This design comes from an exercise in tuning for small area on the open sky130 flow, not from production work.
The RTL was checked by simulation tests, not by an equivalence proof against the original design.
Power is estimated from default activity; no workload was simulated.

$ cat flow/config.mk
export PLATFORM = sky130hd
export DESIGN_NAME = TOP_FIR
export DESIGN_NICKNAME = TOP_FIR
export VERILOG_FILES = /design/flow/design.v
export SDC_FILE = /design/flow/constraint.sdc
export NUM_CORES = 4
export LEC_CHECK = 0
export CAP_MARGIN = 20
export CORE_MARGIN = 2
export CORE_UTILIZATION = 40
export SLEW_MARGIN = 20
$ cat flow/constraint.sdc
create_clock -name core_clock -period 5.0 [get_ports {clk}]
set_input_delay 1.0000 -clock core_clock [delete_from_list [all_inputs] [get_ports {clk}]]
set_output_delay 1.0000 -clock core_clock [all_outputs]
set_load 0.01 [all_outputs]
$ cat flow/design.v
`timescale 1ns / 1ps
module TOP_FIR(clk, rst, data_in, data_out);
input clk, rst;
input [15:0] data_in;
output [15:0] data_out;
reg [15:0] data_out;
parameter FIR_tap = 16;
reg [15:0] xn [(2*FIR_tap-1):0];  
wire [15:0] yn;
reg [30:0] prod [(FIR_tap-1):0];
reg [30:0] mac [(FIR_tap-1):0];
reg [15:0] b[(FIR_tap-1):0];
reg [15:0] coef_count;
reg [15:0] coefficient_addr_in;                                                                                                                                      
wire [15:0] coefficient_out;
always @ (posedge clk)
begin
	if(rst == 1)
		begin
		for(i=0; i<=(FIR_tap-1); i=i+1)
			b[i] <= 0;
		end
	else
		begin
			b[0] <= 16'd0001;
			b[1] <= 16'd0002;
			b[2] <= 16'd0003;
			b[3] <= 16'd0004;
			b[4] <= 16'd0005;
			b[5] <= 16'd0006;
			b[6] <= 16'd0007;
			b[7] <= 16'd0008;
			b[8] <= 16'd0009;
			b[9] <= 16'd0010;
			b[10] <= 16'd0011;
			b[11] <= 16'd0012;
			b[12] <= 16'd0013;
			b[13] <= 16'd0014;
			b[14] <= 16'd0015;
			b[15] <= 16'd0016;
		end
end
integer i;
always @ (posedge clk)
begin
	if(rst == 1)
		begin
			for(i=0; i<=(2*FIR_tap-1); i=i+1)
				xn[i] <= 0;
		end
	else
		begin
			xn[0] <= data_in;
			for(i=0; i<=(2*FIR_tap-2); i= i+1)
				begin
					xn[i+1] <= xn[i];
				end
		end
end
always @ (posedge clk)
begin
	if(rst == 1)
		begin
			for(i=0; i<=(FIR_tap-1); i=i+1)
				prod[i] <= 0;
		end
	else
		begin
			prod[0] <= xn[1] * b[15];
			prod[1] <= xn[3] * b[14];
			prod[2] <= xn[5] * b[13];
			prod[3] <= xn[7] * b[12];
			prod[4] <= xn[9] * b[11];
			prod[5] <= xn[11] * b[10];
			prod[6] <= xn[13] * b[9];
			prod[7] <= xn[15] * b[8];
			prod[8] <= xn[17] * b[7];
			prod[9] <= xn[19] * b[6];
			prod[10] <= xn[21] * b[5];
			prod[11] <= xn[23] * b[4];
			prod[12] <= xn[25] * b[3];
			prod[13] <= xn[27] * b[2];
			prod[14] <= xn[29] * b[1];
			prod[15] <= xn[31] * b[0];
		end
end
always @ (posedge clk)
begin
	if(rst==1)
		begin
			for(i=0; i<=(FIR_tap-1); i=i+1)
				mac[i] <= 0;
		end
	else
		begin
			mac[0] <= prod[0];
			for(i=1; i<=(FIR_tap-1); i=i+1)
				mac[i] <= mac[i-1] + prod[i];
		end
end
assign yn = mac[15];
always @ (posedge clk)
begin
	if(rst == 1)
		begin
			data_out[15:0] <= 0;
		end
	else
		begin
			data_out <= yn[15:0];
		end
end
endmodule
$ cat flow/run.sh
#!/bin/bash
# synth_recipe.tcl (not shown) runs the flow's synth.tcl, then flattens the netlist and writes it again
# the make line also repeats each setting of config.mk as NAME=value (left out here)
make -C /OpenROAD-flow-scripts/flow DESIGN_CONFIG=/design/flow/config.mk WORK_HOME=/design/flow/orfs CLKGATE_MAP_FILE= SYNTH_SCRIPT=/design/flow/synth_recipe.tcl finish
==> flow_summary.yaml, run 1 <==
logic_synthesis:
  synth_area_leader_cell: "dfxtp_1"
  synth_seq_cells: 1022
  synth_area_um2: 46920
  synth_cell_types: 71
  synth_most_common_cell: "dfxtp_1"
  synth_area_per_cell_um2: 9.709
  async_reset_ff_frac: 0
  ys_seq_area_frac: 0.4360
  yosys_warnings: 5
  synth_common_cells: "dfxtp_1 (1022), nor2b_1 (687), ha_1 (471)"
  netlist_instances: 4833
  synth_edf_count: 0
  synth_ff_type: "dfxtp_1"
  syn-num-nets: 5411
  synth_top_area_frac: 0.4360
  synth_area_leaders: "dfxtp_1 (44%), ha_1 (13%), nor2b_1 (9.2%), fa_1 (3.8%), and2_1 (2.9%)"
place:
  gp_congestion: 0.8193
  io_buffers: 33
  postPlaceCellArea_um2: 48880
  hpwlAfterDp_um: 64050
worst_hold_path:
  hold_class: "reg -> reg"
critical_path:
  cp_cell_sequence: "buf_4, and2_1, ha_1, inv_1, fa_1, fa_1, nor2b_1, o21ai_0, a21boi_0, o21ai_0, a31oi_1, mux2i_1"
  end_kind: "register"
  crit_family: "compound AO/OA/AOI/OAI gates"
  critPathArrivalTime_ns: 4.76
  critPathMaxFanout: 57
  crit_type: "reg -> reg"
  slowest_delay_ns: 0.72
  path_buf_inv: 2
  crit_slowest_cell: "dfxtp_4"
  cp-start-kind: "register"
  required_ns: 5.61
floorplanning:
  coreArea_um2: 116200
  ios: 34
  dieHeight_um: 346.5
  start_util: 0.4038
  fp.dieArea_um2: 120100
  rows: 125
  die_w_um: 346.5
clock_network:
  clkTransAtPathRegs_ns: 0.06
  cts-htree-levels: 3
  cts.path.max_buffers: 3
  cts_tree: "done"
  ctsHoldBuffers: 0
  numCtsBuffers: 106
  postCtsSetupRepairBufs: 0
  root_buffer: "clkbuf_16"
  worstSkewPairLatency_ns: 0.69
  cts_sinks: 1022
  cts.repair.resized: 0
timing:
  max_slew_margin: 0.3303
  slew_viol_final: 0
  fin_skew_ns: 0.02439
  tightest_slew_ns: 1.002
  grt_setup_unrepaired: "false"
  finalWorstPathRequiredPeriod_ns: 4.146
  setup_viol: 0
  tns_ns: 0
  fin_crit_sh: 0.8292
  fmax_ghz: 0.2412
  timing.final.hold_violations: 0
power:
  p_leak_uw: 0.02415
  design_power_total_uw: 17160
  ir_drop_uv: 272.9
  p_per_area_nw_per_um2: 324.9
global_routing:
  grt_antenna_before_repair: 1
  grt.overflow.total: 0
  grt_pass1_vias: 29830
  grt_usage: 0.1482
  grt_max_degree: 184
  grt_pass1_wl_um: 149700
final_layout:
  drive_gt1_frac: 0.05508
  area_delta_synth_final_pct: 12.53
  final_nets: 5428
  antennaDiodeCount: 0
  stdcell_area_um2: 52810
  fin_util: 0.4544
route:
  remaining_drc_errors: 0
  wl_per_cell_um: 13.80
  drtAntennaViolNets: 0
  drt_iter0_drc: 1291
  vias: 31020
  dr.pass1.iters: 7
  post_drt_via_cell_ratio: 4.800
  wl_um: 89180
job:
  cap_violations: 0
outcome:
  status: "complete, no violations"
[cells in the final DEF (no fill, tap or decap), drive strengths merged, types with 80 or more instances in the layout]
cell	count
nor2b	687
o21a	80
ha	471
and2	219
a21o	103
dfxtp	1022
nor3	145
nor2	362
nand2	178
clkbuf	135
xor2	83
o21ai	163
fa	89
inv	280
a21oi	173
xnor2	121
[cell type report]
type,instances,area (um2)
fill,11000,63400
multi-input combinational,3386,24880
sequential,1022,20460
clock buffer,135,2932
tap,1524,1907
inverter,279,1047
clock inverter,61,992.2
timing repair buffer,55,588.1
[state kept, by name (all words and copies together) (netlist names)]
register,cells
xn,512
mac,252
prod,241
data_out,16
b,1
[report_power, final]
| part | switching (uW) | internal (uW) | leakage [uW] | total [uW] |
|---|---|---|---|---|
| Sequential | 20.9 | 8180 | 0.00824 | 8200 |
| Clock | 3370 | 5310 | 0.00189 | 8680 |
| Combinational | 203 | 81.1 | 0.0140 | 284 |
[path summary, 6_finish.rpt]
path | cells after the start | from | slack, ns | endpoint
max | 12 | b[14][2] | 0.85 | prod[3][13]
min | 1 | xn[2][2] | 0.42 | xn[3][2]
max reg2reg | 12 | b[14][2] | 0.85 | prod[3][13]
min reg2reg | 1 | xn[2][2] | 0.42 | xn[3][2]
[worst register-to-register path, delay by kind of cell (launching register included)]
family | cells | cell delay (ns)
buffers and inverters | 2 | 0.52
AO/OA/AOI/OAI | 4 | 1.11
multiplexers | 1 | 0.20
AND/OR/NAND/NOR | 2 | 0.44
adder cells (fa/ha/maj) | 3 | 1.10
flip-flops | 1 | 0.72
[metal layers]
metal,share of wire,global-route usage
met5,0,0
met4,0.022,0.03868
met3,0.026,0.02245
met2,0.45,0.2434
met1,0.50,0.2027
[cell families (layout without fill, tap and decap cells)]
family	after synthesis	after routing	synth area share
AO/OA/AOI/OAI	799	799	0.1137
XOR/XNOR	204	204	0.03808
adder cells (fa/ha/maj)	564	564	0.1644
buffers and inverters	425	530	0.03400
flip-flops	1022	1022	0.4360
multiplexers	42	42	0.009999
AND/OR/NAND/NOR	1777	1777	0.2038
[metrics by stage]
| stage | setup slack (ns) | std cells | hold slack, ns |
|---|---|---|---|
| 2_1_floorplan | 1.160 | 4833 | 0.4057 |
| 3_3_place_gp | 1.028 | 6266 | 0.4111 |
| 3_5_place_dp | 0.8525 | 6266 | 0.4107 |
| 4_1_cts | 0.8449 | 6462 | 0.4135 |
| 5_1_grt | 0.5143 | 6462 | 0.4324 |
| 6_report | 0.8539 | 6462 | 0.4187 |
==> run 2: changes to the inputs <==
==> flow/design.v (replaced) <==
`timescale 1ns / 1ps
module TOP_FIR(clk, rst, data_in, data_out);
input clk, rst;
input [15:0] data_in;
output [15:0] data_out;
reg [15:0] data_out;    
reg [15:0] d [0:34];
reg [5:0] cnt;          
reg [15:0] N;           
integer i;
always @(posedge clk) begin
	d[0] <= data_in;
	for (i = 1; i < 35; i = i + 1)
		d[i] <= d[i-1];
end
always @(posedge clk) begin
	if (rst)
		cnt <= 6'd0;
	else if (cnt != 6'd35)
		cnt <= cnt + 6'd1;
end
wire va = (cnt >= 6'd19);
wire vb = (cnt == 6'd35);
wire [15:0] a  = d[18] & {16{va}};       
wire [15:0] na = ~(d[18] & {16{va}});    
wire [15:0] b  = d[34] & {16{vb}};       
wire [15:0] ns_s = N ^ b ^ na;
wire [15:0] ns_c = (N & b) | (N & na) | (b & na);
wire [15:0] n_p = ns_s;
wire [15:0] n_q = {ns_c[14:0], 1'b1};
wire [16:0] n_k;
wire [15:0] n_sum;
assign n_k[0] = 1'b0;
genvar g;
generate for (g = 0; g < 16; g = g + 1) begin : n_add
	assign n_sum[g] = n_p[g] ^ n_q[g] ^ n_k[g];
	assign n_k[g+1] = (n_p[g] & n_q[g]) | (n_p[g] & n_k[g]) | (n_q[g] & n_k[g]);
end endgenerate
wire [15:0] a16 = {a[11:0], 4'b0000};
wire [15:0] ys_s = data_out ^ a16 ^ N;
wire [15:0] ys_c = (data_out & a16) | (data_out & N) | (a16 & N);
wire [15:0] y_p = ys_s;
wire [15:0] y_q = {ys_c[14:0], 1'b0};
wire [16:0] y_k;
wire [15:0] y_sum;
assign y_k[0] = 1'b0;
generate for (g = 0; g < 16; g = g + 1) begin : y_add
	assign y_sum[g] = y_p[g] ^ y_q[g] ^ y_k[g];
	assign y_k[g+1] = (y_p[g] & y_q[g]) | (y_p[g] & y_k[g]) | (y_q[g] & y_k[g]);
end endgenerate
always @(posedge clk) begin
	if (rst) begin
		N <= 16'd0;
		data_out <= 16'd0;
	end else begin
		N <= n_sum;
		data_out <= y_sum;
	end
end
endmodule
==> run 2 against run 1 <==
  * Largest power group is now registers
  * Sequential share of layout area up 31 points
  * Die area down 70%
  * Clock-buffer cell count down 59
  * Maximum frequency down 41%
  * Now fails the layout checks on setup timing
==> flow_summary.yaml, run 2 <==
logic_synthesis:
  synth_compound_area_frac: 0.002246
  async_reset_ff_frac: 0
  synth_cell_types: 25
  synth_edf_count: 0
  synth_ff_type: "dfxtp_1"
  synth_area_leader_cell: "dfxtp_1"
  synth_area_um2: 13930
  synthSimpleGateAreaFrac: 0.03028
  yosys_warnings: 2
  synth_most_common_cell: "dfxtp_1"
  syn-num-nets: 885
  synth_top_area_frac: 0.8597
  muxShareOfSynthArea: 0.001438
  synth_common_cells: "dfxtp_1 (598), fa_1 (53), inv_1 (52)"
  synth_area_leaders: "dfxtp_1 (86%), fa_1 (7.6%), nor2b_1 (1.7%), inv_1 (1.4%), ha_1 (0.54%)"
  synth_seq_cells: 598
  synth_area_per_cell_um2: 17.23
  yosys.area_share.xor_xnor: 0.007547
  ys_seq_area_frac: 0.8597
  synthAdderAreaFrac: 0.08158
  netlist_instances: 808
  synth_top_family_by_area: "adder cells"
final_layout:
  layout_common_cells: "dfxtp_1 (593), clkbuf_16 (54), inv_1 (47)"
  drive_gt1_frac: 0.1816
  final_common_cell: "dfxtp_1"
  nFillCells: 2897
  top_regs: "d: 560 flops, N: 16 flops, data_out: 16 flops"
  largest_reg_flops: 560
  stdcell_count: 1424
  stdcell_area_um2: 17060
  antennaDiodeCount: 0
  max_flop_register: "d"
  final_nets: 1002
  area_delta_synth_final_pct: 22.52
floorplanning:
  fp.dieArea_um2: 36320
  die_w_um: 190.6
  ios: 34
  rows: 68
  dieHeight_um: 190.6
  coreArea_um2: 34370
  start_util: 0.4051
timing:
  slew_viol_final: 0
  timing.final.hold_violations: 0
  fin_crit_sh: 1.408
  setup_viol: 9
  max_slew_margin: 0.6653
  fin_ws_ns: -2.042
  tns_ns: -8.383
  tightest_slew_ns: 0.5021
  fmax_ghz: 0.1420
  fin_skew_ns: 0.01624
  finalWorstPathRequiredPeriod_ns: 7.042
  grt_setup_unrepaired: "true"
  holdWs_ns: 0.3214
place:
  postPlaceCellArea_um2: 15100
  gp_congestion: 0.7374
  hpwlAfterDp_um: 8966
  dp.cells: 1323
  io_buffers: 33
power:
  p_comb_frac: 0.041
  design_power_total_uw: 9624
  ir_drop_uv: 315.7
  pwr-share-clk: 0.425
  p_per_area_nw_per_um2: 564.0
  intPower_uw: 7677
  power.share.sequential: 0.534
  p_leak_uw: 0.007148
  p_sw_frac: 0.2023
  p_switching_uw: 1947
critical_path:
  r2r-start: "cnt[0]"
  required_ns: 5.50
  cp-start-kind: "register"
  end_kind: "register"
  critPathMaxFanout: 3
  rrSetupSlack_ns: -2.04
  critPathArrivalTime_ns: 7.54
  crit_type: "reg -> reg"
  reg2reg_depth: 24
  regToRegEndpoint: "N[15]"
route:
  vias: 5329
  remaining_drc_errors: 0
  route.met2.wl_um: 6700
  wl_um: 15030
  dr_wl_met3_um: 810
  post_drt_via_cell_ratio: 3.742
  dr.pass1.iters: 4
  wl_per_cell_um: 10.55
  met1_length_um: 7086
  drtAntennaViolNets: 0
  drt_iter0_drc: 166
  top_layer: "met4"
clock_network:
  worstSkewPairLatency_ns: 0.57
  numCtsBuffers: 54
  cts_sinks: 598
  cts.path.max_buffers: 3
  root_buffer: "clkbuf_16"
  cts-htree-levels: 2
  clkTransAtPathRegs_ns: 0.06
  cts_tree: "done"
global_routing:
  grt.overflow.total: 0
  grt_pass1_wl_um: 25920
  grt_usage: 0.08901
  grt_max_degree: 40
  grt_pass1_vias: 5492
  grt_antenna_before_repair: 0
worst_hold_path:
  hold_path_end: "d[33][4]"
  hold_depth: 0
  min-delay-start: "d[32][4]"
  hold_class: "reg -> reg"
outcome:
  checkFailReasons: "setup timing"
  status: "failed layout checks"
job:
  cap_violations: 0
[run 2: through the flow]
| stage | worst slack, ns | util |
|---|---|---|
| detailed placement | -2.163 | 0.4394 |
| CTS | -2.074 | 0.4949 |
| global route | -2.302 | 0.4964 |
| finish | -2.042 | 0.4964 |
| global placement | -2.034 | 0.4394 |
| floorplan | -2.029 | - |
[run 2: worst max path at each step]
stage,startpoint,endpoint,slack (ns),cells past startpoint
final,cnt[0],N[15],-2.04,24
after global routing,cnt[0],N[15],-2.30,24
after CTS,cnt[0],N[15],-2.07,24
after detailed placement,cnt[1],N[15],-2.16,25
after global placement,cnt[1],N[15],-2.03,25
after floorplan,cnt[0],N[15],-2.03,25
[run 2: final cells by class]
| cell class | instances | area (um2) | share of cell area |
|---|---|---|---|
| clock buffer | 76 | 1554 | 0.09108 |
| tap | 455 | 569.3 | 0.03337 |
| clock inverter | 24 | 302.8 | 0.01775 |
| inverter | 52 | 195.2 | 0.01144 |
| sequential | 598 | 11980 | 0.7021 |
| multi-input combinational | 151 | 1868 | 0.1095 |
| timing repair buffer | 68 | 593.1 | 0.03476 |
[run 2: repair_timing]
item	4_1_cts	5_1_grt
buffers inserted	2	1
hold buffers	0	0
gates resized for setup	16	12
pin swaps	5	7
setup endpoints to repair	11	11
[run 2: critical path: stages, from the launching register on]
cell and delay [ns]:
dfxtp_2 0.33, ha_4 0.16, o31a_4 0.31, nor2_4 0.12
nor2b_4 0.05, fa_1 0.51, fa_2 0.21, inv_2 0.04
fa_2 0.38, fa_2 0.35, fa_2 0.34, fa_2 0.35
fa_2 0.34, fa_2 0.35, fa_2 0.35, fa_2 0.34
fa_2 0.34, fa_2 0.34, fa_2 0.36, fa_2 0.35
fa_2 0.34, xor2_1 0.16, xnor2_1 0.19, xnor2_1 0.15
mux2i_1 0.20
[run 2: cells by family after synthesis]
group,after synthesis
XOR/XNOR,12
multiplexers,2
AND/OR/NAND/NOR,74
buffers and inverters,59
flip-flops,598
adder cells (fa/ha/maj),59
AO/OA/AOI/OAI,4
[run 2: layer usage]
| metal | vias up | GRT usage |
|---|---|---|
| met5 | - | 0 |
| met4 | 0 | 0.04114 |
| met3 | 48 | 0.02834 |
| met2 | 89 | 0.1376 |
| met1 | 2513 | 0.1140 |
| li1 | 2679 | - |
[run 2: power groups by stage]
stage                     clock network [uW]  registers, uW  logic [uW]
after global placement                     0           5250         363
after global routing                    4440           5170         454
final                                   4090           5140         395
after detailed placement                   0           5250         375
after CTS                               4230           5150         395
after floorplan                            0           5220         255

-- static timing again, ports no longer ideal --
The results above use ideal ports. As a check the final layouts listed here were re-extracted and re-timed, cells and wires unchanged. Step 1 assumes that a clkbuf_16 drives the clock port and a buf_2 every other input. Step 2 adds t to the input delays and takes it off the output delays; t is the mean of the earliest and latest rising clock arrival at the registers after step 1. Input paths then give back, and output paths get back, about the clock's delay inside the block. Slacks: ideal ports / drivers / drivers and shift; pairs: ideal ports / drivers.
| run | shift t [ns] | setup WS [ns] | worst register clock-pin slew, ns | pins driven straight from the clock port |
|---|---|---|---|---|
| run 1 | 0.741 | 0.854 / 0.854 / 0.854 | 0.07 / 0.07 | 1 |
| run 2 | 0.610 | -2.042 / -2.042 / -2.042 | 0.06 / 0.06 | 1 |
